Source: an optimization exercise on an open RTL-to-GDS flow (aim: small area and a short achievable clock period). Production flows keep margins and buffers that such runs may drop.
In this exercise RTL edits were held to simulation tests only and were not proved equivalent to the original.

File: design/flow/design.v
module ENIGMA(
	clk,
	rst_n,
	in_valid,
	in_valid_2,
	crypt_mode,
	code_in,
	out_code,
	out_valid
);
input clk;
input rst_n;
input in_valid;
input in_valid_2;
input crypt_mode;
input [5:0] code_in;
output reg out_valid;
output reg [5:0] out_code;
integer i, g, k;
function [2:0] grp_src;
	input [2:0] ty;
	input [2:0] p;
	begin
		case (ty)
			3'd1: grp_src = p ^ 3'd1;
			3'd2: grp_src = p ^ 3'd2;
			3'd3: grp_src = (p == 3'd0 || p == 3'd7) ? p : (p <= 3'd3 ? p + 3'd3 : p - 3'd3);
			3'd4: grp_src = p ^ 3'd4;
			3'd5: grp_src = (p == 3'd3 || p == 3'd4) ? p : (p <= 3'd2 ? p + 3'd5 : p - 3'd5);
			3'd6: case (p)
					3'd0: grp_src = 3'd6; 3'd1: grp_src = 3'd7; 3'd2: grp_src = 3'd3; 3'd3: grp_src = 3'd2;
					3'd4: grp_src = 3'd5; 3'd5: grp_src = 3'd4; 3'd6: grp_src = 3'd0; default: grp_src = 3'd1;
				  endcase
			3'd7: grp_src = 3'd7 - p;
			default: grp_src = p;
		endcase
	end
endfunction
reg iv, iv2;
reg cm;
reg [5:0] code;
always @(posedge clk or negedge rst_n) begin
	if (!rst_n) begin
		iv  <= 1'b0;
		iv2 <= 1'b0;
	end else begin
		iv  <= in_valid;
		iv2 <= in_valid_2;
	end
end
always @(posedge clk) begin
	cm   <= crypt_mode;
	code <= code_in;
end
reg [6:0] cnt;
reg mode;
always @(posedge clk or negedge rst_n) begin
	if (!rst_n) cnt <= 7'd0;
	else if (iv) cnt <= cnt + 7'd1;
	else cnt <= 7'd0;
end
always @(posedge clk or negedge rst_n) begin
	if (!rst_n) mode <= 1'b0;
	else if (iv && cnt == 7'd0) mode <= cm;
end
reg [5:0] ra [0:63];         
reg [5:0] rb [0:63];         
wire loadA = iv & ~cnt[6];
always @(posedge clk) begin
	for (i = 0; i < 63; i = i + 1)
		ra[i] <= ra[i + 1];
	ra[63] <= loadA ? code : ra[0];
end
always @(posedge clk) begin
	for (g = 0; g < 8; g = g + 1) begin
		for (k = 0; k < 7; k = k + 1)
			rb[8 * g + k] <= rb[8 * g + k + 1];
		rb[8 * g + 7] <= (iv && cnt[6] && cnt[5:3] == g) ? code : rb[8 * g];
	end
end
reg [5:0] ro_off;            
reg [2:0] pt [0:7];          
reg [2:0] qt [0:7];          
wire [5:0] slotA = code - ro_off;
wire [5:0] s2 = ra[slotA];
wire [2:0] bslot = pt[s2[2:0]];
wire [5:0] s3 = rb[{s2[5:3], bslot}];
wire [5:0] s4 = ~s3;
reg [7:0] hit_slot;
reg [7:0] hit_grp;
reg [2:0] s5lo;
always @(*) begin
	hit_slot = 8'd0;
	hit_grp  = 8'd0;
	for (g = 0; g < 8; g = g + 1)
		for (k = 0; k < 8; k = k + 1)
			if (rb[8 * g + k] == s4) begin
				hit_slot[k] = 1'b1;
				hit_grp[g]  = 1'b1;
			end
	s5lo = 3'd0;
	for (k = 0; k < 8; k = k + 1)
		s5lo = s5lo | ({3{hit_slot[k]}} & qt[k]);
end
wire [2:0] s5hi = {hit_grp[4] | hit_grp[5] | hit_grp[6] | hit_grp[7],
                   hit_grp[2] | hit_grp[3] | hit_grp[6] | hit_grp[7],
                   hit_grp[1] | hit_grp[3] | hit_grp[5] | hit_grp[7]};
wire [5:0] s5 = {s5hi, s5lo};
wire [1:0] sh = mode ? s5[1:0] : s2[1:0];
wire [2:0] ty = mode ? s4[2:0] : s3[2:0];
always @(posedge clk) begin
	if (iv) begin
		ro_off <= 6'd0;
		for (k = 0; k < 8; k = k + 1) begin
			pt[k] <= k;
			qt[k] <= k;
		end
	end else begin
		ro_off <= ro_off + 6'd1 + (iv2 ? {4'd0, sh} : 6'd0);
		for (k = 0; k < 8; k = k + 1) begin
			pt[k] <= (iv2 ? pt[grp_src(ty, k)] : pt[k]) - 3'd1;
			qt[k] <= iv2 ? grp_src(ty, qt[(k + 1) % 8]) : qt[(k + 1) % 8];
		end
	end
end
reg v2;
reg [5:0] s5_r;
reg [5:0] off_r;
always @(posedge clk or negedge rst_n) begin
	if (!rst_n) v2 <= 1'b0;
	else v2 <= iv2;
end
always @(posedge clk) begin
	s5_r  <= s5;
	off_r <= ro_off + 6'd1;
end
reg [5:0] hitA;
always @(*) begin
	hitA = 6'd0;
	for (k = 0; k < 64; k = k + 1)
		if (ra[k] == s5_r) hitA = hitA | k;
end
wire [5:0] s6 = hitA + off_r;
always @(posedge clk or negedge rst_n) begin
	if (!rst_n) begin
		out_valid <= 1'b0;
		out_code  <= 6'd0;
	end else begin
		out_valid <= v2;
		out_code  <= v2 ? s6 : 6'd0;
	end
end
endmodule
File: design/flow/config.mk
export PLATFORM = sky130hd
export DESIGN_NAME = ENIGMA
export DESIGN_NICKNAME = ENIGMA
export VERILOG_FILES = /design/flow/design.v
export SDC_FILE = /design/flow/constraint.sdc
export NUM_CORES = 4
export LEC_CHECK = 0
export CAP_MARGIN = 20
export CORE_MARGIN = 2
export CORE_UTILIZATION = 25
export PLACE_DENSITY = 0.4
export SLEW_MARGIN = 20
File: design/flow/run.sh
#!/bin/bash
# synth_recipe.tcl (not shown) runs the flow's synth.tcl, then flattens the netlist and writes it again
# the make line also repeats each setting of config.mk as NAME=value (left out here)
make -C /OpenROAD-flow-scripts/flow DESIGN_CONFIG=/design/flow/config.mk WORK_HOME=/design/flow/orfs CLKGATE_MAP_FILE= SYNTH_SCRIPT=/design/flow/synth_recipe.tcl finish
File: design/flow/constraint.sdc
create_clock -name core_clock -period 15.0 [get_ports {clk}]
set_input_delay 3.0000 -clock core_clock [delete_from_list [all_inputs] [get_ports {clk}]]
set_output_delay 3.0000 -clock core_clock [all_outputs]
set_load 0.01 [all_outputs]
==> results.py, run 1 <==
metrics = {
    "critical_path": {
        "endpoint_kind": "flop",
        "critPathKind": "reg -> reg",
        "crit_end": "ro_off[4]",
        "slowest_delay_ns": 1.01,
        "crit_top_cell": "buf_4",
        "ff2ff_setup_slack_ns": 1.79,
        "cp.required_ns": 15.62,
        "startpoint": "code[0]",
        "cp_data_arrival_time_ns": 13.83,
        "critPathSlowestCell": "fa_4",
        "path_max_fanout": 28,
        "worstReg2RegStart": "code[0]",
        "cp-start-kind": "flop",
        "worst-r2r-cell-count": 39,
        "regToRegEndpoint": "ro_off[4]",
    },
    "die": {
        "row_count": 158,
        "core_sq_um": 185200,
        "io_pins": 18,
        "die_w_microns": 435.6,
        "die-area_sq_um": 189700,
        "initial_core_util": 0.2514,
        "chipHeight_microns": 435.6,
    },
    "final_layout": {
        "nets": 5350,
        "final_util": 0.2913,
        "stdcell_area_sq_um": 53960,
        "drive_above_1_share": 0.1205,
        "syn_to_final_growth_pct": 15.89,
        "stdcell_count": 7829,
    },
    "status": {
        "status": "complete, no violations",
    },
    "routing": {
        "drt-pass1-iter-count": 8,
        "wl_microns": 312800,
        "wl_per_cell_microns": 39.95,
        "vias_per_cell": 6.228,
        "drtIter0Drc": 7135,
        "antenna_left": 0,
        "num_vias": 48760,
        "drc": 0,
    },
    "placement": {
        "placed_cells": 7635,
        "place_congestion": 1.101,
        "placement.io_buffers": 17,
        "placed_area_sq_um": 50420,
        "hpwl_microns": 231800,
    },
    "global_route": {
        "grt_max_degree": 75,
        "antenna_found_initial": 37,
        "grt_usage": 0.3179,
        "grt_overflow": 0,
        "grt_pass1_vias": 45780,
        "grt_first_pass_wirelength_microns": 420800,
    },
    "logic_synthesis": {
        "synth_fp_nets": 5399,
        "synth.yosys.seq_area_share": 0.3712,
        "syn_area_sq_um": 46560,
        "synth_cell_types": 112,
        "synth_warnings": 5,
        "async_flop_share": 0.02095,
        "syn_inst": 5306,
        "synth_edf_count": 0,
        "synthFlopType": "dfxtp_1",
        "synth_area_per_cell_sq_um": 8.776,
        "ys_ff_latch": 859,
    },
    "flow_run": {
        "maxCapViolations": 0,
    },
    "timing": {
        "max_freq_mhz": 75.69,
        "hold_viol": 0,
        "period_share": 0.8807,
        "period_minus_slack_ns": 13.21,
        "worst_slew_pin_slew_ns": 1.283,
        "slew_viol_final": 0,
        "fin_tns_setup_ns": 0,
        "maxSlewHeadroom": 0.1356,
        "worst_clock_skew_ns": 0.09041,
        "final-setup-viol-count": 0,
        "grt_setup_unrepaired": "no",
    },
    "clock_network": {
        "cts_setup_buffers": 0,
        "cts_buffers": 99,
        "worstSkewPairLatency_ns": 0.80,
        "htreeDepth": 3,
        "clock-sinks": 859,
        "postCtsHoldBufs": 0,
        "cts_tree": "done",
        "cts.clk_slew.worst_paths_ns": 0.06,
        "clockBufferDepth": 3,
        "post_cts_resized": 0,
        "clk_root_buffer_cell": "clkbuf_16",
    },
    "hold_path": {
        "hp-class": "reg -> reg",
    },
}
[cells in the final DEF (no fill, tap or decap), drive strengths merged, types with 22 or more instances in the layout]
cell	count
dfxtp	841
nand2	307
nand3	204
nand4	111
o221ai	58
buf	259
clkbuf	141
o2111ai	49
xor2	198
or4	22
a21oi	294
o22ai	118
or3	62
ha	79
xnor2	403
o21ai	295
o31ai	42
nor3	153
a221o	22
inv	100
o211ai	84
a22oi	111
a31oi	101
nor2	261
nor4	146
mux2i	100
a211oi	45
a22o	28
mux2	73
a32oi	26
a2111oi	25
a221oi	37
and3	72
[logic make-up after synthesis]
family | count (synthesis) | synth area share
compound gates | 1583 | 0.2357
simple gates | 1481 | 0.1665
flops | 859 | 0.3712
xor+xnor | 601 | 0.1134
buf+inv | 519 | 0.04772
mux | 181 | 0.04302
fa+ha+maj | 82 | 0.02252
[worst min path at each step]
stage               startpoint         to  slack [ns]  depth (start not counted)
finish               ra[50][0]  ra[49][0]        0.34                          0
global route         ra[50][0]  ra[49][0]        0.35                          0
CTS                  ra[50][0]  ra[49][0]        0.33                          0
detailed placement    rb[2][2]   rb[1][2]        0.34                          0
global placement      rb[2][2]   rb[1][2]        0.34                          0
floorplan             rb[2][2]   rb[1][2]        0.33                          0
[critical path: cells and delay by family, from the launching register on]
kind | cells | cell delay (ns)
AO/OA/AOI/OAI | 12 | 5.37
XOR/XNOR | 1 | 0.17
adder cells (fa/ha/maj) | 4 | 1.88
buffers and inverters | 9 | 2.02
flip-flops | 1 | 0.37
multiplexers | 1 | 0.28
AND/OR/NAND/NOR | 12 | 2.91
[final cells by class]
| cell class | instances | area (sq um) |
|---|---|---|
| Antenna cell | 15 | 37.54 |
| Fill cell | 19740 | 131300 |
| Multi-Input combinational cell | 3928 | 27480 |
| Clock buffer | 141 | 2806 |
| Sequential cell | 859 | 17320 |
| Inverter | 94 | 352.8 |
| Tap cell | 2480 | 3103 |
| Clock inverter | 37 | 643.1 |
| Timing Repair Buffer | 275 | 2218 |
[state kept, by name, indices dropped and copies added, names as in the netlist, 6 cells and up]
signal and cells:
rb 384, out_code 6, ro_off 6, ra 384
qt 24, code 6, off_r 6, cnt 7
pt 24, s5_r 6
[metrics by stage]
stage	worst slack (ns)	hold slack, ns
2_1_floorplan	6.489	0.3308
3_3_place_gp	1.447	0.3404
3_5_place_dp	1.944	0.3404
4_1_cts	1.950	0.3325
5_1_grt	1.598	0.3526
6_report	1.789	0.3425
[layer usage]
layer	wire [microns]	share of wire	track usage
met1	126600	0.40	0.4072
met2	130600	0.42	0.4694
met3	30160	0.096	0.08022
met4	25280	0.081	0.2115
met5	118	0.00038	0
[Yosys cell counts (all sizes together), types with 22 or more instances]
| cell type | n | area share |
|---|---|---|
| dfxtp | 841 | 0.36 |
| xnor2 | 403 | 0.076 |
| nand2 | 307 | 0.025 |
| o21ai | 295 | 0.032 |
| a21oi | 294 | 0.032 |
| nor2 | 261 | 0.022 |
| clkbuf | 233 | 0.019 |
| nand3 | 204 | 0.022 |
| xor2 | 198 | 0.038 |
| buf | 192 | 0.021 |
| nor3 | 153 | 0.017 |
| nor4 | 146 | 0.021 |
| o22ai | 118 | 0.016 |
| a22oi | 111 | 0.018 |
| nand4 | 111 | 0.015 |
| a31oi | 101 | 0.014 |
| mux2i | 100 | 0.021 |
| inv | 94 | 0.0076 |
| o211ai | 84 | 0.014 |
| ha | 79 | 0.021 |
| mux2 | 73 | 0.018 |
| and3 | 72 | 0.0097 |
| or3 | 62 | 0.0083 |
| o221ai | 58 | 0.011 |
| o2111ai | 49 | 0.0095 |
| a211oi | 45 | 0.0075 |
| o31ai | 42 | 0.0075 |
| a221oi | 37 | 0.0070 |
| a22o | 28 | 0.0053 |
| a32oi | 26 | 0.0049 |
| a2111oi | 25 | 0.0052 |
| a221o | 22 | 0.0047 |
| or4 | 22 | 0.0036 |
==> run 2: changes to the inputs <==
--- a/design/flow/config.mk
+++ b/design/flow/config.mk
@@ -6,7 +6,9 @@
 export NUM_CORES = 4
 export LEC_CHECK = 0
+export ABC_AREA = 1
 export CAP_MARGIN = 20
 export CORE_MARGIN = 2
 export CORE_UTILIZATION = 25
 export PLACE_DENSITY = 0.4
+export SETUP_SLACK_MARGIN = 5
 export SLEW_MARGIN = 20
==> results.py, run 2 <==
metrics = {
    "status": {
        "status": "complete, no violations",
    },
    "die": {
        "die-area_sq_um": 178800,
        "core_sq_um": 174200,
        "io_pins": 18,
        "initial_core_util": 0.2518,
        "chipHeight_microns": 422.9,
        "die_w_microns": 422.9,
        "row_count": 153,
    },
    "logic_synthesis": {
        "synth.yosys.seq_area_share": 0.3940,
        "synth_most_common_cell": "nand2_1",
        "synthAdderAreaFrac": 0.02390,
        "synthFlopType": "dfxtp_1",
        "synthMuxAreaShare": 0.0002282,
        "async_flop_share": 0.02095,
        "synth_top_area_frac": 0.3838,
        "synth_edf_count": 0,
        "syn_inst": 6405,
        "ys_ff_latch": 859,
        "syn_area_sq_um": 43870,
        "synth_xor_area_frac": 0.04626,
        "synth_area_per_cell_sq_um": 6.849,
        "synth-simple-area-share": 0.3652,
        "synth_top_family_by_area": "simple AND/OR/NAND/NOR gates",
        "synth_fp_nets": 6498,
        "yosys-top-cells-area": "dfxtp_1 (38%), nand2_1 (16%), nand3_1 (8.6%)",
        "synth_warnings": 5,
        "yosysTopAreaCell": "dfxtp_1",
        "ys_top_cells_by_count": "nand2_1 (1913), dfxtp_1 (841), nand3_1 (754)",
        "synth_cell_types": 62,
        "synth_compound_area_frac": 0.08993,
    },
    "clock_network": {
        "clockBufferDepth": 3,
        "cts_tree": "done",
        "clock-sinks": 859,
        "cts.clk_slew.worst_paths_ns": 0.06,
        "worstSkewPairLatency_ns": 0.75,
        "htreeDepth": 3,
        "cts_buffers": 106,
        "clk_root_buffer_cell": "clkbuf_16",
    },
    "timing": {
        "fin_tns_setup_ns": 0,
        "maxSlewHeadroom": 0.3073,
        "period_share": 0.6434,
        "period_minus_slack_ns": 9.650,
        "max_freq_mhz": 103.6,
        "worst_clock_skew_ns": 0.03154,
        "slew_viol_final": 0,
        "final-setup-viol-count": 0,
        "hold_viol": 0,
        "worst_slew_pin_slew_ns": 1.038,
        "grt_setup_unrepaired": "yes",
    },
    "flow_run": {
        "maxCapViolations": 0,
    },
    "critical_path": {
        "cp.required_ns": 15.67,
        "crit_top_cell": "nand2_1",
        "endpoint_kind": "flop",
        "regToRegEndpoint": "ro_off[5]",
        "slowest_delay_ns": 0.50,
        "ff2ff_setup_slack_ns": 5.35,
        "cp-start-kind": "flop",
        "path_max_fanout": 37,
        "critPathKind": "reg -> reg",
        "worst-r2r-cell-count": 54,
        "cp_data_arrival_time_ns": 10.32,
        "critPathSlowestCell": "fa_1",
        "worstReg2RegStart": "code[0]",
    },
    "global_route": {
        "antenna_found_initial": 8,
        "grt_pass1_vias": 41440,
        "grt_overflow": 0,
        "grt_first_pass_wirelength_microns": 309000,
        "grt_max_degree": 86,
        "grt_usage": 0.2353,
    },
    "routing": {
        "vias_per_cell": 5.005,
        "drt-pass1-iter-count": 6,
        "wl_microns": 217300,
        "num_vias": 43890,
        "drtIter0Drc": 4257,
        "wl_per_cell_microns": 24.78,
        "drc": 0,
        "antenna_left": 0,
    },
    "final_layout": {
        "final_common_cell": "nand2_1",
        "fillers": 19040,
        "syn_to_final_growth_pct": 15.48,
        "reg_top3": "ra (384), rb (384)",
        "drive_above_1_share": 0.07063,
        "nets": 6451,
        "final_util": 0.2908,
        "final_cell_mix": "nand2_1 (1898), dfxtp_1 (834), nand3_1 (754)",
        "stdcell_area_sq_um": 50660,
        "multi_input_area_sq_um": 23490,
        "seqCellArea_sq_um": 17300,
    },
    "placement": {
        "hpwl_microns": 158200,
        "placement.io_buffers": 17,
        "placed_area_sq_um": 46530,
        "place_congestion": 0.9719,
    },
    "hold_path": {
        "whs_endpoint": "ra[29][4]",
        "min_from": "ra[30][4]",
        "whs_path_depth": 0,
        "hp-class": "reg -> reg",
    },
}
run 2: worst max-delay path by stage:
stage,cells past startpoint,from,to
after CTS,55,ro_off[0],ro_off[5]
after global routing,56,code[0],ro_off[5]
after floorplan,55,code[0],ro_off[4]
after global placement,53,code[0],ro_off[4]
after detailed placement,52,code[0],ro_off[4]
final,54,code[0],ro_off[5]
run 2: layer usage:
layer	vias up	wire length, microns	global-route usage
li1	20780	-	-
met1	21090	95290	0.3136
met2	1612	98790	0.3823
met3	403	13840	0.03420
met4	10	9353	0.09027
met5	-	56	0
run 2: logic make-up (layout without fill, tap and decap cells):
| logic type | after synthesis | in the layout |
|---|---|---|
| AO/OA/AOI/OAI | 642 | 643 |
| XOR/XNOR | 227 | 227 |
| adder cells (fa/ha/maj) | 82 | 82 |
| buffers and inverters | 891 | 926 |
| flip-flops | 859 | 859 |
| multiplexers | 1 | 1 |
| other | 0 | 2 |
| AND/OR/NAND/NOR | 3703 | 3704 |
run 2: layout make-up:
cell class              count  share of cell area
clock inverters            33            0.006891
diodes                      2          0.00009879
clock buffers             159             0.06372
repair buffers            121             0.02112
flip-flops and latches    859              0.3415
well taps                2325             0.05742
multi-input cells        4657              0.4636
inverters                 613             0.04557
run 2: critical path, delay by kind of cell (launching register included):
| family | cells | cell delay, ns |
|---|---|---|
| flip-flops | 1 | 0.37 |
| adder cells (fa/ha/maj) | 3 | 1.00 |
| buffers and inverters | 9 | 1.29 |
| AO/OA/AOI/OAI | 3 | 0.46 |
| AND/OR/NAND/NOR | 39 | 6.32 |
run 2: repair_timing:
item | CTS | global route
pin swaps | 2 | 11
hold endpoints to repair | 0 | 0
buffers inserted | 3 | 16
gates cloned | 1 | 1
resized for setup | 38 | 63
hold buffers | 0 | 0
endpoints found under the setup margin | 60 | 26
run 2: per-stage QoR:
stage                     setup WS (ns)  hold slack, ns  cells
after floorplan                   8.635          0.3461   6405
after global placement            3.657          0.3574   8552
after detailed placement          3.546          0.3581   8554
after CTS                         5.002          0.3633   8750
after global routing              4.984          0.3741   8767
final                             5.350          0.3616   8769
==> run 3: changes to the inputs <==
==> design/flow/flow/run.sh (new file) <==
#!/bin/bash
set -euo pipefail
bash standard.sh finish SETUP_SLACK_MARGIN=9 > make_finish.log 2>&1
==> design/flow/standard.sh (new file) <==
#!/bin/bash
# synth_recipe.tcl (not shown) runs the flow's synth.tcl, then flattens the netlist and writes it again
# the make line also repeats each setting of config.mk as NAME=value (left out here)
make -C /OpenROAD-flow-scripts/flow DESIGN_CONFIG=/design/flow/config.mk WORK_HOME=/design/flow/orfs CLKGATE_MAP_FILE= SYNTH_SCRIPT=/design/flow/synth_recipe.tcl "${@:-finish}"
--- a/design/flow/config.mk
+++ b/design/flow/config.mk
@@ -11,4 +11,3 @@
 export CORE_UTILIZATION = 25
 export PLACE_DENSITY = 0.4
-export SETUP_SLACK_MARGIN = 5
 export SLEW_MARGIN = 20
removed: design/flow/run.sh
==> results.py, run 3 <==
metrics = {
    "hold_path": {
        "hp-class": "reg -> reg",
    },
    "routing": {
        "num_vias": 48050,
        "wl_microns": 247300,
        "drc": 0,
        "drt-pass1-iter-count": 8,
        "drtIter0Drc": 5976,
        "antenna_left": 0,
        "vias_per_cell": 5.218,
        "wl_per_cell_microns": 26.85,
    },
    "logic_synthesis": {
        "async_flop_share": 0.02095,
        "synth_fp_nets": 6498,
        "synth_xor_area_frac": 0.04626,
        "yosys-top-cells-area": "dfxtp_1 (38%), nand2_1 (16%), nand3_1 (8.6%)",
        "synth_cell_types": 62,
        "synthFlopType": "dfxtp_1",
        "yosysTopAreaCell": "dfxtp_1",
        "synth_top_area_frac": 0.3838,
        "synthAdderAreaFrac": 0.02390,
        "ys_top_cells_by_count": "nand2_1 (1913), dfxtp_1 (841), nand3_1 (754)",
        "ys_ff_latch": 859,
        "synth_top_family_by_area": "simple AND/OR/NAND/NOR gates",
        "synth.yosys.seq_area_share": 0.3940,
        "synth-simple-area-share": 0.3652,
        "syn_area_sq_um": 43870,
        "synth_warnings": 5,
        "synthMuxAreaShare": 0.0002282,
        "syn_inst": 6405,
        "synth_compound_area_frac": 0.08993,
        "synth_most_common_cell": "nand2_1",
        "synth_edf_count": 0,
        "synth_area_per_cell_sq_um": 6.849,
    },
    "die": {
        "core_sq_um": 174200,
        "die_w_microns": 422.9,
        "row_count": 153,
        "io_pins": 18,
        "die-area_sq_um": 178800,
        "initial_core_util": 0.2518,
        "chipHeight_microns": 422.9,
    },
    "placement": {
        "hpwl_microns": 160200,
        "placement.io_buffers": 17,
        "place_ws_ns": 3.779,
        "place_congestion": 0.9883,
        "placed_cells": 8547,
    },
    "status": {
        "status": "complete, no violations",
    },
    "critical_path": {
        "cp.required_ns": 15.68,
        "critPathSlowestCell": "fa_2",
        "crit_top_cell": "nor2_4",
        "slowest_delay_ns": 0.38,
        "path_max_fanout": 10,
        "cp_data_arrival_time_ns": 8.60,
        "endpoint_kind": "flop",
        "cp-start-kind": "flop",
        "critPathKind": "reg -> reg",
    },
    "clock_network": {
        "cts.clk_slew.worst_paths_ns": 0.06,
        "postCtsHoldBufs": 0,
        "clockBufferDepth": 3,
        "clk_root_buffer_cell": "clkbuf_16",
        "cts_tree": "done",
        "htreeDepth": 3,
        "clock-sinks": 859,
        "worstSkewPairLatency_ns": 0.76,
        "cts_buffers": 103,
    },
    "final_layout": {
        "fillers": 18330,
        "final_common_cell": "nand2_1",
        "syn_to_final_growth_pct": 37.35,
        "reg_top3": "ra (384), rb (384)",
        "nets": 6870,
        "final_cell_mix": "nand2_1 (1728), dfxtp_1 (830), nand3_1 (674)",
        "drive_above_1_share": 0.2096,
        "final_util": 0.3459,
        "stdcell_count": 9208,
    },
    "timing": {
        "period_minus_slack_ns": 7.913,
        "fin_tns_setup_ns": 0,
        "period_share": 0.5275,
        "grt_setup_unrepaired": "yes",
        "setup_ws_ns": 7.087,
        "hold_viol": 0,
        "maxSlewHeadroom": 0.2484,
        "worst_clock_skew_ns": 0.03483,
        "worst_slew_pin_slew_ns": 1.126,
        "max_freq_mhz": 126.4,
        "slew_viol_final": 0,
        "final-setup-viol-count": 0,
        "timing.hold.ws_ns": 0.3577,
    },
    "flow_run": {
        "maxCapViolations": 0,
    },
    "global_route": {
        "grt_pass1_vias": 44490,
        "antenna_found_initial": 11,
        "grt_overflow": 0,
        "grt_first_pass_wirelength_microns": 339100,
        "grt_usage": 0.2611,
        "grt_max_degree": 70,
    },
}
-- run 3: cell counts after synthesis --
Identical to the previous run, type by type.
-- run 3: what timing repair did --
action / CTS / global route
endpoints found under the setup margin: 60 / 60
gates resized for setup: 967 / 261
pin swaps: 246 / 149
buffers inserted: 266 / 104
gates cloned: 59 / 20
-- run 3: cell type report --
| type | count | area [sq um] | share of cell area |
|---|---|---|---|
| Tap cell | 2325 | 2909 | 0.04828 |
| Clock inverter | 57 | 838.3 | 0.01391 |
| Inverter | 613 | 2440 | 0.04049 |
| Multi-Input combinational cell | 4675 | 27240 | 0.4520 |
| Timing Repair inverter | 2 | 20.02 | 0.0003322 |
| Clock buffer | 132 | 2816 | 0.04674 |
| Sequential cell | 859 | 17310 | 0.2873 |
| Antenna cell | 22 | 55.05 | 0.0009137 |
| Timing Repair Buffer | 523 | 6631 | 0.1101 |
-- run 3: kinds of logic (layout without fill, tap and decap cells) --
group / after synthesis / after routing
fa+ha+maj: 82 / 82
flops: 859 / 859
compound gates: 642 / 643
mux: 1 / 1
other cells: 0 / 22
simple gates: 3703 / 3722
buf+inv: 891 / 1327
xor+xnor: 227 / 227
-- run 3: path summary, 6_finish.rpt --
path | startpoint | to | slack (ns) | depth (start not counted)
worst min-delay path | ra[35][3] | ra[34][3] | 0.36 | 0
worst min register to register | ra[35][3] | ra[34][3] | 0.36 | 0
worst max register to register | code[0] | ro_off[4] | 7.09 | 59
min in group asynchronous | rst_n | out_code[2] | 2.62 | 2
max in group asynchronous | rst_n | iv2 | 12.09 | 2
worst max-delay path | code[0] | ro_off[4] | 7.09 | 59
-- run 3: worst max-delay path, delay by kind of cell (launching register included) --
| family | cells | cell delay [ns] |
|---|---|---|
| DFF | 1 | 0.33 |
| xor gates and xnor gates | 1 | 0.37 |
| AOI/OAI and AO/OA | 3 | 0.43 |
| buffers and inverters | 15 | 1.68 |
| adders and majority gates | 4 | 0.99 |
| and+or+nand+nor | 36 | 4.01 |
-- run 3: through the flow --
step           area, sq um
3_5_place_dp         46530
3_3_place_gp         46520
4_1_cts              57900
5_1_grt              60250
6_report             60260
2_1_floorplan        44020
-- run 3: routing by layer --
layer  part of all wire  GRT usage  routed length [microns]
met5            0.00033          0                       81
met4              0.050     0.1152                    12410
met3               0.10    0.06013                    24860
met2               0.41     0.3822                   102300
met1               0.44     0.3628                   107600
==> run 4: changes to the inputs <==
==> design/flow/flow/run.sh (replaced) <==
#!/bin/bash
set -euo pipefail
bash standard.sh finish SETUP_SLACK_MARGIN=11 > make_finish.log 2>&1
==> results.py, run 4 <==
metrics = {
    "timing": {
        "worst_clock_skew_ns": 0.03575,
        "final-setup-viol-count": 0,
        "period_share": 0.5257,
        "hold_viol": 0,
        "worst_slew_pin_slew_ns": 1.109,
        "grt_setup_unrepaired": "yes",
        "period_minus_slack_ns": 7.885,
        "maxSlewHeadroom": 0.2600,
        "fin_tns_setup_ns": 0,
        "slew_viol_final": 0,
        "max_freq_mhz": 126.8,
    },
    "routing": {
        "drtIter0Drc": 6221,
        "antenna_left": 0,
        "drt-pass1-iter-count": 6,
        "num_vias": 49050,
        "wl_microns": 262100,
        "vias_per_cell": 5.312,
        "drc": 0,
        "wl_per_cell_microns": 28.39,
    },
    "logic_synthesis": {
        "synth_area_per_cell_sq_um": 6.849,
        "synth.yosys.seq_area_share": 0.3940,
        "synth_compound_area_frac": 0.08993,
        "synth_xor_area_frac": 0.04626,
        "syn_area_sq_um": 43870,
        "synth-simple-area-share": 0.3652,
        "yosysTopAreaCell": "dfxtp_1",
        "synth_edf_count": 0,
        "synth_cell_types": 62,
        "synthMuxAreaShare": 0.0002282,
        "synth_most_common_cell": "nand2_1",
        "ys_ff_latch": 859,
        "syn_inst": 6405,
        "synthAdderAreaFrac": 0.02390,
        "synth_top_area_frac": 0.3838,
        "synth_warnings": 5,
        "async_flop_share": 0.02095,
        "yosys-top-cells-area": "dfxtp_1 (38%), nand2_1 (16%), nand3_1 (8.6%)",
        "synth_fp_nets": 6498,
        "synthFlopType": "dfxtp_1",
        "ys_top_cells_by_count": "nand2_1 (1913), dfxtp_1 (841), nand3_1 (754)",
        "synth_top_family_by_area": "simple AND/OR/NAND/NOR gates",
    },
    "clock_network": {
        "clock-sinks": 859,
        "clockBufferDepth": 3,
        "worstSkewPairLatency_ns": 0.76,
        "clk_root_buffer_cell": "clkbuf_16",
        "htreeDepth": 3,
        "cts_tree": "done",
        "cts.clk_slew.worst_paths_ns": 0.06,
        "postCtsHoldBufs": 0,
        "cts_buffers": 106,
    },
    "global_route": {
        "grt_usage": 0.2712,
        "grt_overflow": 0,
        "antenna_found_initial": 13,
        "grt_pass1_vias": 44430,
        "grt_first_pass_wirelength_microns": 348300,
        "grt_max_degree": 63,
    },
    "placement": {
        "hpwl_microns": 161600,
        "placed_area_sq_um": 46880,
        "placement.io_buffers": 17,
        "placed_cells": 8548,
        "place_congestion": 0.9854,
    },
    "die": {
        "die_w_microns": 422.9,
        "chipHeight_microns": 422.9,
        "io_pins": 18,
        "initial_core_util": 0.2518,
        "row_count": 153,
        "die-area_sq_um": 178800,
        "core_sq_um": 174200,
    },
    "flow_run": {
        "maxCapViolations": 0,
    },
    "status": {
        "status": "complete, no violations",
    },
    "critical_path": {
        "cp_data_arrival_time_ns": 8.55,
        "path_buf_inv": 10,
        "critPathSlowestCell": "fa_2",
        "slowest_delay_ns": 0.39,
        "path_max_fanout": 8,
        "crit_top_cell": "nand2_1",
        "critPathKind": "reg -> reg",
        "endpoint_kind": "flop",
        "crit_family": "simple AND/OR/NAND/NOR gates",
        "cp.required_ns": 15.66,
        "cp-start-kind": "flop",
    },
    "hold_path": {
        "hp-class": "reg -> reg",
    },
    "final_layout": {
        "drive_above_1_share": 0.2279,
        "stdcell_area_sq_um": 61600,
        "reg_top3": "ra (384), rb (384)",
        "nets": 6907,
        "final_common_cell": "nand2_1",
        "final_cell_mix": "nand2_1 (1694), dfxtp_1 (830), nand3_1 (649)",
        "syn_to_final_growth_pct": 40.41,
        "stdcell_count": 9233,
    },
}
[run 4: worst reg2reg max path: cells and delay by family (launching register included)]
kind                       cells  cell delay (ns)
and+or+nand+nor               34             4.65
AOI/OAI and AO/OA              3             0.42
xor gates and xnor gates       1             0.20
adders and majority gates      4             1.00
buffers and inverters         10             1.19
DFF                            1             0.36
[run 4: final timing paths]
kind / start / end / slack (ns) / cells after the start
min in group asynchronous: rst_n / out_code[0] / 2.64 / 2
max in group asynchronous: rst_n / out_code[5] / 12.02 / 2
worst min register to register: rb[60][4] / rb[59][4] / 0.36 / 0
worst max register to register: code[0] / ro_off[4] / 7.11 / 52
worst max-delay path: code[0] / ro_off[4] / 7.11 / 52
worst min-delay path: rb[60][4] / rb[59][4] / 0.36 / 0
[run 4: repair_timing]
| item | 4_1_cts | 5_1_grt |
|---|---|---|
| gates cloned | 60 | 35 |
| setup endpoints to repair | 73 | 71 |
| pin swaps | 181 | 302 |
| resized for setup | 962 | 427 |
| endpoints found under the hold margin | 0 | 0 |
| setup buffers | 269 | 119 |
[run 4: cell families after synthesis]
family,after synthesis
adder cells (fa/ha/maj),82
flip-flops,859
AO/OA/AOI/OAI,642
AND/OR/NAND/NOR,3703
buffers and inverters,891
XOR/XNOR,227
multiplexers,1
[run 4: cell type report]
type,instances,area [sq um]
Multi-Input combinational cell,4682,27900
Timing Repair inverter,4,26.28
Tap cell,2325,2909
Clock inverter,34,466.7
Clock buffer,157,3137
Sequential cell,859,17310
Fill cell,18090,112600
Timing Repair Buffer,548,7337
Inverter,613,2476
Antenna cell,11,27.53
[run 4: metal layers]
layer  part of all wire  global-route usage
met1               0.43              0.3725
met2               0.41              0.3928
met3               0.11             0.06853
met4              0.058              0.1301
met5            0.00081                   0
[run 4: stage by stage]
stage | hold slack (ns) | worst slack (ns) | utilization
final | 0.3609 | 7.115 | 0.3536
after global routing | 0.3684 | 6.979 | 0.3535
after CTS | 0.3626 | 7.235 | 0.3332
after detailed placement | 0.3573 | 3.564 | 0.2691
after global placement | 0.3582 | 3.122 | 0.2689
after floorplan | 0.3461 | 8.927 | -
==> run 5: changes to the inputs <==
--- a/design/flow/design.v
+++ b/design/flow/design.v
@@ -79,24 +79,57 @@
 	end
 end
-reg [5:0] ro_off;            
+reg [5:0] ro_lag;
+reg [1:0] sh_r;
 reg [2:0] pt [0:7];          
 reg [2:0] qt [0:7];          
-wire [5:0] slotA = code - ro_off;
-wire [5:0] s2 = ra[slotA];
-wire [2:0] bslot = pt[s2[2:0]];
-wire [5:0] s3 = rb[{s2[5:3], bslot}];
+wire [5:0] ro_off = ro_lag + 6'd1 + {4'd0, sh_r};
+reg v1;
+always @(posedge clk or negedge rst_n) begin
+	if (!rst_n) v1 <= 1'b0;
+	else v1 <= iv2;
+end
+wire [5:0] w = code - ro_off;
+wire [3:0] wb = w[5:2];
+wire [3:0] wb1 = w[5:2] - 4'd1;
+reg [5:0] win [0:7];         
+reg [5:0] cand [0:3];        
+always @(*) begin
+	for (k = 0; k < 4; k = k + 1) begin
+		win[4 + k] = ra[{wb, k[1:0]}];
+		win[k]     = ra[{wb1, k[1:0]}];
+	end
+end
+always @(posedge clk) begin
+	for (k = 0; k < 4; k = k + 1)
+		cand[k] <= win[{1'b1, w[1:0]} - k];
+end
+wire [5:0] s2 = cand[sh_r];
+reg [5:0] bg [0:7];
+always @(*) begin
+	for (k = 0; k < 8; k = k + 1)
+		bg[k] = rb[{s2[5:3], k[2:0]}];
+end
+reg [2:0] bs [0:3];
+always @(*) begin
+	for (k = 0; k < 4; k = k + 1)
+		bs[k] = pt[cand[k][2:0]];
+end
+wire [2:0] bslot = bs[sh_r];
+wire [5:0] s3 = bg[bslot];
 wire [5:0] s4 = ~s3;
+wire [63:0] hit;
+genvar gi;
+generate for (gi = 0; gi < 64; gi = gi + 1) begin : cam_b
+	assign hit[gi] = (rb[gi] == s4);
+end endgenerate
 reg [7:0] hit_slot;
 reg [7:0] hit_grp;
 reg [2:0] s5lo;
 always @(*) begin
-	hit_slot = 8'd0;
-	hit_grp  = 8'd0;
-	for (g = 0; g < 8; g = g + 1)
-		for (k = 0; k < 8; k = k + 1)
-			if (rb[8 * g + k] == s4) begin
-				hit_slot[k] = 1'b1;
-				hit_grp[g]  = 1'b1;
-			end
+	for (k = 0; k < 8; k = k + 1) begin
+		hit_slot[k] = hit[k] | hit[8 + k] | hit[16 + k] | hit[24 + k] |
+		              hit[32 + k] | hit[40 + k] | hit[48 + k] | hit[56 + k];
+		hit_grp[k]  = |hit[8 * k +: 8];
+	end
 	s5lo = 3'd0;
 	for (k = 0; k < 8; k = k + 1)
@@ -111,5 +144,6 @@
 always @(posedge clk) begin
 	if (iv) begin
-		ro_off <= 6'd0;
+		ro_lag <= 6'd63;
+		sh_r   <= 2'd0;
 		for (k = 0; k < 8; k = k + 1) begin
 			pt[k] <= k;
@@ -117,8 +151,9 @@
 		end
 	end else begin
-		ro_off <= ro_off + 6'd1 + (iv2 ? {4'd0, sh} : 6'd0);
+		ro_lag <= ro_off;
+		sh_r   <= v1 ? sh : 2'd0;
 		for (k = 0; k < 8; k = k + 1) begin
-			pt[k] <= (iv2 ? pt[grp_src(ty, k)] : pt[k]) - 3'd1;
-			qt[k] <= iv2 ? grp_src(ty, qt[(k + 1) % 8]) : qt[(k + 1) % 8];
+			pt[k] <= (v1 ? pt[grp_src(ty, k)] : pt[k]) - 3'd1;
+			qt[k] <= v1 ? grp_src(ty, qt[(k + 1) % 8]) : qt[(k + 1) % 8];
 		end
 	end
@@ -129,5 +164,5 @@
 always @(posedge clk or negedge rst_n) begin
 	if (!rst_n) v2 <= 1'b0;
-	else v2 <= iv2;
+	else v2 <= v1;
 end
 always @(posedge clk) begin
==> design/flow/run.sh (new file) <==
#!/bin/bash
# synth_recipe.tcl (not shown) runs the flow's synth.tcl, then flattens the netlist and writes it again
# the make line also repeats each setting of config.mk as NAME=value (left out here)
make -C /OpenROAD-flow-scripts/flow DESIGN_CONFIG=/design/flow/config.mk WORK_HOME=/design/flow/orfs CLKGATE_MAP_FILE= SYNTH_SCRIPT=/design/flow/synth_recipe.tcl finish
--- a/design/flow/config.mk
+++ b/design/flow/config.mk
@@ -6,8 +6,8 @@
 export NUM_CORES = 4
 export LEC_CHECK = 0
-export ABC_AREA = 1
 export CAP_MARGIN = 20
 export CORE_MARGIN = 2
 export CORE_UTILIZATION = 25
 export PLACE_DENSITY = 0.4
+export SETUP_SLACK_MARGIN = 5
 export SLEW_MARGIN = 20
removed: design/flow/flow/run.sh
removed: design/flow/standard.sh
==> results.py, run 5 <==
metrics = {
    "logic_synthesis": {
        "synth_warnings": 9,
        "synth_area_per_cell_sq_um": 9.799,
        "synth_cell_types": 89,
        "async_flop_share": 0.02144,
        "synth_top_family_by_area": "compound AO/OA/AOI/OAI gates",
        "synth_edf_count": 0,
        "synthAdderAreaFrac": 0.02459,
        "syn_area_sq_um": 42650,
        "synth_fp_nets": 4445,
        "synth-simple-area-share": 0.1166,
        "yosysTopAreaCell": "dfxtp_1",
        "yosys-top-cells-area": "dfxtp_1 (41%), xor2_1 (9.2%), xnor2_1 (7.5%)",
        "synthFlopType": "dfxtp_1",
        "synth_xor_area_frac": 0.1668,
        "synth.yosys.seq_area_share": 0.4181,
        "synth_most_common_cell": "dfxtp_1",
        "synth_compound_area_frac": 0.1684,
        "synth_top_area_frac": 0.4070,
        "ys_ff_latch": 886,
        "synthMuxAreaShare": 0.06633,
        "ys_top_cells_by_count": "dfxtp_1 (867), xor2_1 (447), xnor2_1 (365)",
        "syn_inst": 4352,
    },
    "clock_network": {
        "cts_tree": "done",
        "cts_buffers": 100,
        "cts_setup_buffers": 0,
        "clock-sinks": 886,
        "htreeDepth": 3,
        "postCtsHoldBufs": 0,
        "post_cts_resized": 0,
        "cts.clk_slew.worst_paths_ns": 0.07,
        "clockBufferDepth": 3,
        "clk_root_buffer_cell": "clkbuf_16",
        "worstSkewPairLatency_ns": 0.75,
    },
    "critical_path": {
        "cp.required_ns": 15.61,
        "critPathKind": "reg -> reg",
        "worst-r2r-cell-count": 19,
        "worstReg2RegStart": "sh_r[0]",
        "cp_data_arrival_time_ns": 8.60,
        "ff2ff_setup_slack_ns": 7.01,
        "endpoint_kind": "flop",
        "regToRegEndpoint": "pt[4][2]",
        "cp-start-kind": "flop",
        "path_max_fanout": 52,
    },
    "timing": {
        "slew_viol_final": 0,
        "worst_clock_skew_ns": 0.05843,
        "period_minus_slack_ns": 7.989,
        "grt_setup_unrepaired": "no",
        "maxSlewHeadroom": 0.1763,
        "period_share": 0.5326,
        "worst_slew_pin_slew_ns": 1.224,
        "timing.hold.ws_ns": 0.3514,
        "hold_viol": 0,
        "final-setup-viol-count": 0,
        "fin_tns_setup_ns": 0,
        "max_freq_mhz": 125.2,
    },
    "final_layout": {
        "nets": 4330,
        "drive_above_1_share": 0.1015,
        "stdcell_area_sq_um": 48790,
        "reg_top3": "ra (384), rb (384)",
        "syn_to_final_growth_pct": 14.39,
        "final_cell_mix": "dfxtp_1 (861), xor2_1 (444), xnor2_1 (362)",
        "fillers": 17720,
        "final_common_cell": "dfxtp_1",
    },
    "flow_run": {
        "maxCapViolations": 0,
    },
    "die": {
        "io_pins": 18,
        "chipHeight_microns": 417.0,
        "die-area_sq_um": 173900,
        "core_sq_um": 169500,
        "initial_core_util": 0.2516,
        "row_count": 151,
        "die_w_microns": 417.0,
    },
    "global_route": {
        "grt_pass1_vias": 35230,
        "grt_max_degree": 53,
        "grt_overflow": 0,
        "grt_first_pass_wirelength_microns": 283100,
        "grt_usage": 0.2269,
        "antenna_found_initial": 15,
    },
    "routing": {
        "num_vias": 35810,
        "wl_per_cell_microns": 31.08,
        "drtIter0Drc": 4714,
        "wl_microns": 203500,
        "antenna_left": 0,
        "drc": 0,
        "vias_per_cell": 5.469,
        "drt-pass1-iter-count": 9,
    },
    "hold_path": {
        "whs_endpoint": "rb[33][3]",
        "whs_path_depth": 0,
        "hp-class": "reg -> reg",
        "min_from": "rb[34][3]",
    },
    "status": {
        "status": "complete, no violations",
    },
    "placement": {
        "placement.io_buffers": 17,
        "hpwl_microns": 151400,
        "placed_area_sq_um": 45050,
        "place_congestion": 1.007,
    },
}
run 5: how the worst max path moves through the flow:
stage,slack (ns),to,startpoint
2_1_floorplan,10.29,pt[2][2],sh_r[1]
3_3_place_gp,7.19,pt[3][2],sh_r[0]
3_5_place_dp,7.11,pt[3][2],sh_r[0]
4_1_cts,7.07,pt[4][2],sh_r[0]
5_1_grt,6.61,pt[4][2],sh_r[0]
6_report,7.01,pt[4][2],sh_r[0]
run 5: kinds of logic (layout without fill, tap and decap cells):
| family | after synthesis | in the layout |
|---|---|---|
| compound gates | 991 | 991 |
| simple gates | 987 | 987 |
| xor+xnor | 812 | 812 |
| flops | 886 | 886 |
| mux | 222 | 222 |
| buf+inv | 372 | 344 |
| fa+ha+maj | 82 | 82 |
| other cells | 0 | 6 |
run 5: critical path, cell delays in order, from the launching register on:
cell and delay (ns):
dfxtp_1 0.79, mux4_4 0.72, buf_4 0.34, nor2b_1 0.97, nand2_1 0.11, o21ai_0 0.11, a221oi_1 0.11, a2111o_1 0.48
a31oi_4 0.76, buf_4 0.93, xnor2_2 0.17, buf_4 0.47, nand3_1 0.59, nand2_1 0.43, a32oi_1 0.08, o21ai_0 0.11
a22oi_1 0.10, ha_1 0.26, xor2_1 0.15, nand2b_1 0.06
run 5: final cells by class:
cell class | instances | area (sq um) | share of cell area
antenna | 6 | 15.01 | 0.0003078
clock buffer | 136 | 2868 | 0.05878
clock inverter | 53 | 843.3 | 0.01729
inverter | 60 | 225.2 | 0.004616
multi-input combinational | 3094 | 23450 | 0.4806
sequential | 886 | 17860 | 0.3660
tap | 2218 | 2775 | 0.05688
timing repair buffer | 95 | 755.7 | 0.01549
run 5: metrics by stage:
stage / instances / util / setup slack [ns]
6_report: 6548 / 0.2879 / 7.011
5_1_grt: 6542 / 0.2878 / 6.606
4_1_cts: 6542 / 0.2877 / 7.074
3_5_place_dp: 6353 / 0.2658 / 7.114
3_3_place_gp: 6353 / 0.2658 / 7.193
2_1_floorplan: 4352 / - / 10.29
run 5: layer usage:
layer	vias to the layer above	track usage	wire length (microns)
li1	15680	-	-
met1	17900	0.3037	87120
met2	1825	0.3575	91120
met3	405	0.03927	15090
met4	6	0.09844	10180
met5	-	0	34
==> run 6: changes to the inputs <==
==> design/flow/flow/run.sh (new file) <==
#!/bin/bash
set -euo pipefail
bash standard.sh finish SETUP_SLACK_MARGIN=10.5 > make_finish.log 2>&1
==> design/flow/standard.sh (new file) <==
#!/bin/bash
# synth_recipe.tcl (not shown) runs the flow's synth.tcl, then flattens the netlist and writes it again
# the make line also repeats each setting of config.mk as NAME=value (left out here)
make -C /OpenROAD-flow-scripts/flow DESIGN_CONFIG=/design/flow/config.mk WORK_HOME=/design/flow/orfs CLKGATE_MAP_FILE= SYNTH_SCRIPT=/design/flow/synth_recipe.tcl "${@:-finish}"
--- a/design/flow/config.mk
+++ b/design/flow/config.mk
@@ -10,4 +10,4 @@
 export CORE_UTILIZATION = 25
 export PLACE_DENSITY = 0.4
-export SETUP_SLACK_MARGIN = 5
 export SLEW_MARGIN = 20
+export TNS_END_PERCENT = 1
removed: design/flow/run.sh
==> results.py, run 6 <==
metrics = {
    "placement": {
        "placed_cells": 6357,
        "place_congestion": 1.016,
        "hpwl_microns": 158400,
        "placement.io_buffers": 17,
    },
    "final_layout": {
        "syn_to_final_growth_pct": 21.25,
        "multi_input_area_sq_um": 24440,
        "seqCellArea_sq_um": 17890,
        "reg_top3": "ra (384), rb (384)",
        "stdcell_count": 6681,
        "nets": 4465,
        "final_cell_mix": "dfxtp_1 (840), xor2_1 (426), xnor2_1 (353)",
        "fillers": 17470,
        "final_common_cell": "dfxtp_1",
        "drive_above_1_share": 0.1598,
    },
    "critical_path": {
        "cp_data_arrival_time_ns": 6.04,
        "endpoint_kind": "flop",
        "cp.required_ns": 15.61,
        "critPathKind": "reg -> reg",
        "worst-r2r-cell-count": 18,
        "path_max_fanout": 26,
        "cp-start-kind": "flop",
    },
    "clock_network": {
        "postCtsHoldBufs": 0,
        "cts.clk_slew.worst_paths_ns": 0.06,
        "cts_buffers": 104,
        "clock-sinks": 886,
        "worstSkewPairLatency_ns": 0.77,
        "clockBufferDepth": 3,
        "clk_root_buffer_cell": "clkbuf_16",
        "cts_tree": "done",
        "htreeDepth": 3,
    },
    "logic_synthesis": {
        "syn_inst": 4352,
        "ys_ff_latch": 886,
        "synth_top_area_frac": 0.4070,
        "ys_top_cells_by_count": "dfxtp_1 (867), xor2_1 (447), xnor2_1 (365)",
        "synth.yosys.seq_area_share": 0.4181,
        "synth_fp_nets": 4445,
        "synthFlopType": "dfxtp_1",
        "yosysTopAreaCell": "dfxtp_1",
        "synth_cell_types": 89,
        "yosys-top-cells-area": "dfxtp_1 (41%), xor2_1 (9.2%), xnor2_1 (7.5%)",
        "synth_most_common_cell": "dfxtp_1",
        "syn_area_sq_um": 42650,
        "synth_edf_count": 0,
        "synth_warnings": 9,
        "synth_area_per_cell_sq_um": 9.799,
        "async_flop_share": 0.02144,
    },
    "hold_path": {
        "hp-class": "reg -> reg",
        "whs_path_depth": 0,
    },
    "timing": {
        "maxSlewHeadroom": 0.1806,
        "slew_viol_final": 0,
        "fin_tns_setup_ns": 0,
        "final-setup-viol-count": 0,
        "period_minus_slack_ns": 5.422,
        "period_share": 0.3615,
        "max_freq_mhz": 184.4,
        "worst_slew_pin_slew_ns": 1.218,
        "hold_viol": 0,
        "worst_clock_skew_ns": 0.07997,
        "grt_setup_unrepaired": "yes",
    },
    "routing": {
        "wl_per_cell_microns": 32.68,
        "drt-pass1-iter-count": 7,
        "num_vias": 36990,
        "vias_per_cell": 5.537,
        "wl_microns": 218400,
        "antenna_left": 0,
        "drtIter0Drc": 4694,
        "drc": 0,
    },
    "status": {
        "status": "complete, no violations",
    },
    "die": {
        "io_pins": 18,
        "die_w_microns": 417.0,
        "row_count": 151,
        "initial_core_util": 0.2516,
        "die-area_sq_um": 173900,
        "core_sq_um": 169500,
        "chipHeight_microns": 417.0,
    },
    "global_route": {
        "grt_max_degree": 63,
        "grt_overflow": 0,
        "antenna_found_initial": 22,
        "grt_first_pass_wirelength_microns": 300100,
        "grt_pass1_vias": 36210,
        "grt_usage": 0.2436,
    },
    "flow_run": {
        "maxCapViolations": 0,
    },
}
## run 6: critical path: stages (launching register included)
cell      delay (ns)
dfxtp_4         0.39
mux4_4          0.71
buf_12          0.23
buf_16          0.19
mux4_2          0.43
mux2i_1         0.35
o211ai_1        0.17
nand4_1         0.19
a31oi_4         0.13
buf_12          0.16
buf_16          0.14
xor2_1          0.15
nand3_2         0.10
nor4_4          0.05
or4_1           0.53
or4b_4          0.60
a22o_1          0.24
nor4_4          0.37
o21ai_1         0.12
## run 6: what timing repair did
item,CTS,global route
gates cloned,21,1
setup buffers,72,33
pin swaps,49,28
resized for setup,231,45
endpoints found under the setup margin,92,92
## run 6: cell families after synthesis
family                     share of synthesized area
DFF                                           0.4181
and+or+nand+nor                               0.1166
buffers and inverters                        0.03925
xor gates and xnor gates                      0.1668
adders and majority gates                    0.02459
muxes                                        0.06633
AOI/OAI and AO/OA                             0.1684
## run 6: stage by stage
stage / worst slack [ns] / hold WS, ns / utilization / cell area [sq um]
floorplan: 10.46 / 0.3308 / - / 42660
global placement: 7.113 / 0.3328 / 0.2660 / 45090
detailed placement: 7.109 / 0.3356 / 0.2661 / 45100
CTS: 9.684 / 0.3273 / 0.3024 / 51240
global route: 9.449 / 0.3473 / 0.3051 / 51700
finish: 9.578 / 0.3436 / 0.3051 / 51710
## run 6: layout make-up
cell class              count  share of cell area
repair buffers            222             0.05004
clock inverters            57             0.01587
diodes                      2          0.00009679
flip-flops and latches    886              0.3460
inverters                  60            0.004355
well taps                2218             0.05367
multi-input cells        3098              0.4727
clock buffers             138             0.05730
## run 6: worst paths after layout
path	slack (ns)	endpoint	start
setup / recovery	9.58	sh_r[1]	sh_r[1]
max in group asynchronous	12.37	cnt[6]	rst_n
hold reg to reg	0.34	ra[1][1]	ra[2][1]
hold / removal	0.34	ra[1][1]	ra[2][1]
setup reg to reg	9.58	sh_r[1]	sh_r[1]
min in group asynchronous	2.21	out_valid	rst_n
## run 6: layer usage
metal	part of all wire	GRT usage	wire length (microns)
met1	0.42	0.3184	91700
met4	0.048	0.09783	10570
met5	0.00029	0	64
met3	0.070	0.04012	15370
met2	0.46	0.3984	100600
==> run 7: changes to the inputs <==
==> design/flow/flow/run.sh (replaced) <==
#!/bin/bash
set -euo pipefail
bash standard.sh finish SETUP_SLACK_MARGIN=11.5 > make_finish.log 2>&1
--- a/design/flow/config.mk
+++ b/design/flow/config.mk
@@ -11,3 +11,2 @@
 export PLACE_DENSITY = 0.4
 export SLEW_MARGIN = 20
-export TNS_END_PERCENT = 1
==> results.py, run 7 <==
metrics = {
    "logic_synthesis": {
        "synthFlopType": "dfxtp_1",
        "synth_fp_nets": 4445,
        "synth_area_per_cell_sq_um": 9.799,
        "yosys-top-cells-area": "dfxtp_1 (41%), xor2_1 (9.2%), xnor2_1 (7.5%)",
        "async_flop_share": 0.02144,
        "yosysTopAreaCell": "dfxtp_1",
        "ys_top_cells_by_count": "dfxtp_1 (867), xor2_1 (447), xnor2_1 (365)",
        "synth_edf_count": 0,
        "synth.yosys.seq_area_share": 0.4181,
        "synth_most_common_cell": "dfxtp_1",
        "ys_ff_latch": 886,
        "synth_cell_types": 89,
        "synth_top_area_frac": 0.4070,
        "syn_area_sq_um": 42650,
        "syn_inst": 4352,
        "synth_warnings": 9,
    },
    "die": {
        "chipHeight_microns": 417.0,
        "initial_core_util": 0.2516,
        "core_sq_um": 169500,
        "io_pins": 18,
        "row_count": 151,
        "die-area_sq_um": 173900,
        "die_w_microns": 417.0,
    },
    "clock_network": {
        "postCtsHoldBufs": 0,
        "clock-sinks": 886,
        "clk_root_buffer_cell": "clkbuf_16",
        "htreeDepth": 3,
        "cts_buffers": 103,
        "cts.clk_slew.worst_paths_ns": 0.06,
        "worstSkewPairLatency_ns": 0.76,
        "cts_tree": "done",
        "clockBufferDepth": 3,
    },
    "critical_path": {
        "cp.required_ns": 15.61,
        "critPathKind": "reg -> reg",
        "ff2ff_setup_slack_ns": 9.60,
        "path_max_fanout": 9,
        "cp-start-kind": "flop",
        "cp_data_arrival_time_ns": 6.01,
        "endpoint_kind": "flop",
    },
    "global_route": {
        "grt_first_pass_wirelength_microns": 317300,
        "antenna_found_initial": 16,
        "grt_pass1_vias": 37540,
        "grt_max_degree": 56,
        "grt_usage": 0.2580,
        "grt_overflow": 0,
    },
    "timing": {
        "hold_viol": 0,
        "maxSlewHeadroom": 0.2934,
        "slew_viol_final": 0,
        "period_share": 0.3601,
        "max_freq_mhz": 185.2,
        "period_minus_slack_ns": 5.401,
        "fin_tns_setup_ns": 0,
        "final-setup-viol-count": 0,
        "setup_ws_ns": 9.599,
        "worst_slew_pin_slew_ns": 1.050,
        "grt_setup_unrepaired": "yes",
        "worst_clock_skew_ns": 0.05314,
    },
    "placement": {
        "place_ws_ns": 7.180,
        "placement.io_buffers": 17,
        "hpwl_microns": 157100,
        "place_congestion": 1.028,
    },
    "final_layout": {
        "multi_input_area_sq_um": 27440,
        "nets": 4706,
        "seqCellArea_sq_um": 17890,
        "final_common_cell": "dfxtp_1",
        "syn_to_final_growth_pct": 37.05,
        "fillers": 16820,
        "drive_above_1_share": 0.2817,
        "final_cell_mix": "dfxtp_1 (841), xor2_1 (395), xnor2_1 (326)",
        "reg_top3": "ra (384), rb (384)",
    },
    "routing": {
        "drtIter0Drc": 4784,
        "vias_per_cell": 5.632,
        "drc": 0,
        "antenna_left": 0,
        "drt-pass1-iter-count": 9,
        "wl_per_cell_microns": 34.10,
        "num_vias": 39000,
        "wl_microns": 236100,
    },
    "flow_run": {
        "maxCapViolations": 0,
    },
    "hold_path": {
        "hp-class": "reg -> reg",
    },
    "status": {
        "status": "complete, no violations",
    },
}
run 7: cell counts after synthesis:
No cell type changed its count.
run 7: path summary, 6_finish.rpt:
| kind | start | end | cells past startpoint |
|---|---|---|---|
| setup / recovery | sh_r[0] | s5_r[1] | 19 |
| hold / removal | iv2 | v1 | 0 |
| setup reg to reg | sh_r[0] | s5_r[1] | 19 |
| hold reg to reg | iv2 | v1 | 0 |
| max in group asynchronous | rst_n | cnt[0] | 2 |
| min in group asynchronous | rst_n | out_code[3] | 2 |
run 7: per-stage QoR:
step / cells / cell area (sq um) / hold slack [ns] / utilization
2_1_floorplan: 4352 / 44140 / 0.3308 / -
3_3_place_gp: 6356 / 45760 / 0.3378 / 0.2700
3_5_place_dp: 6356 / 45780 / 0.3403 / 0.2701
4_1_cts: 6778 / 55510 / 0.3509 / 0.3276
5_1_grt: 6921 / 58440 / 0.3583 / 0.3448
6_report: 6925 / 58450 / 0.3492 / 0.3449
run 7: cells by family (layout without fill, tap and decap cells):
family	after synthesis	after routing	share of synthesized area
XOR/XNOR	812	812	0.1668
buffers and inverters	372	717	0.03925
AND/OR/NAND/NOR	987	990	0.1166
other	0	4	0
multiplexers	222	224	0.06633
flip-flops	886	886	0.4181
AO/OA/AOI/OAI	991	992	0.1684
adder cells (fa/ha/maj)	82	82	0.02459
run 7: worst max-delay path: stages (launching register included):
cell	delay (ns)
dfxtp_4	0.39
mux4_4	0.74
buf_16	0.20
buf_12	0.15
nor2b_4	0.17
buf_4	0.17
a222oi_1	0.35
o22ai_1	0.18
o221ai_1	0.34
a31o_2	0.25
a21oi_4	0.09
buf_12	0.19
buf_12	0.14
xor2_1	0.14
nand4_1	0.18
nand4_1	0.12
or4_1	0.66
a22o_1	0.31
nor4_4	0.37
inv_1	0.10
run 7: cell type report:
type                       count  share of cell area
tap                         2218             0.04748
multi-input combinational   3100              0.4695
antenna                        4           0.0001713
clock buffer                 142             0.05039
sequential                   886              0.3061
clock inverter                53             0.01359
timing repair buffer         462              0.1088
inverter                      60            0.003960
run 7: what timing repair did:
item,CTS,global route
pin swaps,116,159
gates resized for setup,584,279
endpoints found under the setup margin,93,92
buffers inserted,170,122
gates cloned,57,21
run 7: layer usage:
metal / vias up / global-route usage / wire length, microns
met5: - / 0 / 130
met4: 20 / 0.1182 / 14600
met3: 651 / 0.05063 / 20180
met2: 2250 / 0.4112 / 105000
met1: 19600 / 0.3356 / 96230
li1: 16480 / - / -
==> run 8: changes to the inputs <==
==> design/flow/flow/run.sh (replaced) <==
#!/bin/bash
set -euo pipefail
bash standard.sh finish SETUP_SLACK_MARGIN=10 > make_finish.log 2>&1
--- a/design/flow/config.mk
+++ b/design/flow/config.mk
@@ -11,2 +11,3 @@
 export PLACE_DENSITY = 0.4
 export SLEW_MARGIN = 20
+export TNS_END_PERCENT = 5
==> results.py, run 8 <==
metrics = {
    "status": {
        "status": "complete, no violations",
    },
    "clock_network": {
        "clk_root_buffer_cell": "clkbuf_16",
        "cts_buffers": 100,
        "postCtsHoldBufs": 0,
        "cts_tree": "done",
        "worstSkewPairLatency_ns": 0.75,
    },
    "logic_synthesis": {
        "async_flop_share": 0.02144,
        "synth_compound_area_frac": 0.1684,
        "yosys-top-cells-area": "dfxtp_1 (41%), xor2_1 (9.2%), xnor2_1 (7.5%)",
        "synth.yosys.seq_area_share": 0.4181,
        "synthAdderAreaFrac": 0.02459,
        "synth_top_area_frac": 0.4070,
        "synth_xor_area_frac": 0.1668,
        "syn_area_sq_um": 42650,
        "yosysTopAreaCell": "dfxtp_1",
        "synth_area_per_cell_sq_um": 9.799,
        "synth_most_common_cell": "dfxtp_1",
        "synth_edf_count": 0,
    },
    "global_route": {
        "grt_pass1_vias": 35940,
        "grt_max_degree": 53,
        "grt_overflow": 0,
        "gr-usage-met2": 0.3698,
        "met3_usage": 0.04112,
        "grtUsageMet1": 0.3162,
        "antenna_found_initial": 16,
    },
    "routing": {
        "drc": 0,
        "antenna_left": 0,
        "vias_per_cell": 5.528,
        "wl_per_cell_microns": 31.88,
    },
    "timing": {
        "period_minus_slack_ns": 5.419,
        "worst_slew_pin_slew_ns": 1.153,
        "maxSlewHeadroom": 0.2244,
        "fin_tns_setup_ns": 0,
    },
    "final_layout": {
        "reg_top3": "ra (384), rb (384)",
        "final_common_cell": "dfxtp_1",
        "fillers": 17480,
    },
    "die": {
        "row_count": 151,
        "initial_core_util": 0.2516,
        "core_sq_um": 169500,
    },
    "critical_path": {
        "regToRegEndpoint": "sh_r[1]",
        "path_buf_inv": 2,
        "cp.required_ns": 15.61,
        "path_max_fanout": 13,
        "critPathKind": "reg -> reg",
    },
    "placement": {
        "hpwl_microns": 151400,
    },
    "hold_path": {
        "hp-class": "reg -> reg",
    },
}
-- run 8: cell counts after synthesis --
Identical to the previous run, type by type.
-- run 8: worst register-to-register path, delay by kind of cell, from the launching register on --
family	cells	cell delay, ns
AO/OA/AOI/OAI	5	0.77
XOR/XNOR	1	0.25
buffers and inverters	2	0.57
flip-flops	1	0.39
multiplexers	3	1.58
AND/OR/NAND/NOR	5	1.74
-- run 8: cell families (layout without fill, tap and decap cells) --
logic type | Yosys count | count (layout)
AO/OA/AOI/OAI | 991 | 993
AND/OR/NAND/NOR | 987 | 988
flip-flops | 886 | 886
XOR/XNOR | 812 | 812
buffers and inverters | 372 | 449
multiplexers | 222 | 223
adder cells (fa/ha/maj) | 82 | 82
other | 0 | 3
-- run 8: metrics by stage --
step | util | std cells | setup WS (ns)
detailed placement | 0.2658 | 6353 | 7.114
global placement | 0.2658 | 6353 | 7.193
CTS | 0.2992 | 6627 | 9.614
floorplan | - | 4352 | 10.29
finish | 0.3030 | 6654 | 9.581
global route | 0.3029 | 6651 | 9.507
-- run 8: per-layer routing --
metal | vias to the layer above | wire (microns)
met5 | - | 51
met4 | 8 | 10740
met3 | 442 | 16670
met2 | 2008 | 94080
met1 | 18410 | 90580
li1 | 15920 | -
-- run 8: layout make-up --
type	instances	area (sq um)	share of cell area
inverter	60	225.2	0.004386
sequential	886	17890	0.3484
antenna	3	7.507	0.0001462
timing repair buffer	200	2452	0.04776
multi-input combinational	3098	24280	0.4729
clock buffer	136	2868	0.05585
tap	2218	2775	0.05405
clock inverter	53	843.3	0.01643
-- run 8: timing repair --
action | in CTS | in global routing
hold endpoints to repair | 0 | 0
pin swaps | 36 | 24
cloned | 22 | 1
endpoints found under the setup margin | 80 | 81
resized for setup | 180 | 86
buffers inserted | 63 | 23
-- run 8: worst min path at each step --
stage,start,end,depth (start not counted),slack [ns]
detailed placement,rb[34][3],rb[33][3],0,0.34
floorplan,rb[18][5],rb[17][5],0,0.33
finish,iv2,v1,0,0.35
global route,rb[22][5],rb[21][5],0,0.36
CTS,rb[34][3],rb[33][3],0,0.36
global placement,iv2,v1,0,0.33

## what the ideal ports hide
The results above use ideal ports. As a check the final layouts listed here were re-extracted and re-timed, cells and wires unchanged.
Step 1 assumes that a clkbuf_16 drives the clock port and a buf_2 every other input.
Step 2 moves the port delays by t, midway between the first and last clock arrival at a register: inputs arrive t later, outputs are due t later. That takes back most of the time a late clock gives input paths.
a / b / c = no drivers / after step 1 / after step 2; a / b = the first two.
run | shift t [ns] | slack for setup (ns) | worst setup path at the end | slew at the worst register clock pin (ns)
run 1 | 0.839 | 1.789 / 1.789 / 1.789 | register to register | 0.08 / 0.08
run 2 | 0.816 | 5.350 / 5.350 / 5.350 | register to register | 0.07 / 0.07
run 3 | 0.822 | 7.087 / 7.087 / 7.087 | register to register | 0.07 / 0.07
run 4 | 0.838 | 7.115 / 7.115 / 7.115 | register to register | 0.07 / 0.07
run 5 | 0.802 | 7.011 / 7.011 / 7.011 | register to register | 0.07 / 0.07
run 6 | 0.809 | 9.578 / 9.578 / 9.578 | register to register | 0.07 / 0.07
run 7 | 0.809 | 9.599 / 9.599 / 9.599 | register to register | 0.07 / 0.07
run 8 | 0.803 | 9.581 / 9.581 / 9.581 | register to register | 0.07 / 0.07
After both steps setup and hold are still met in every run listed.
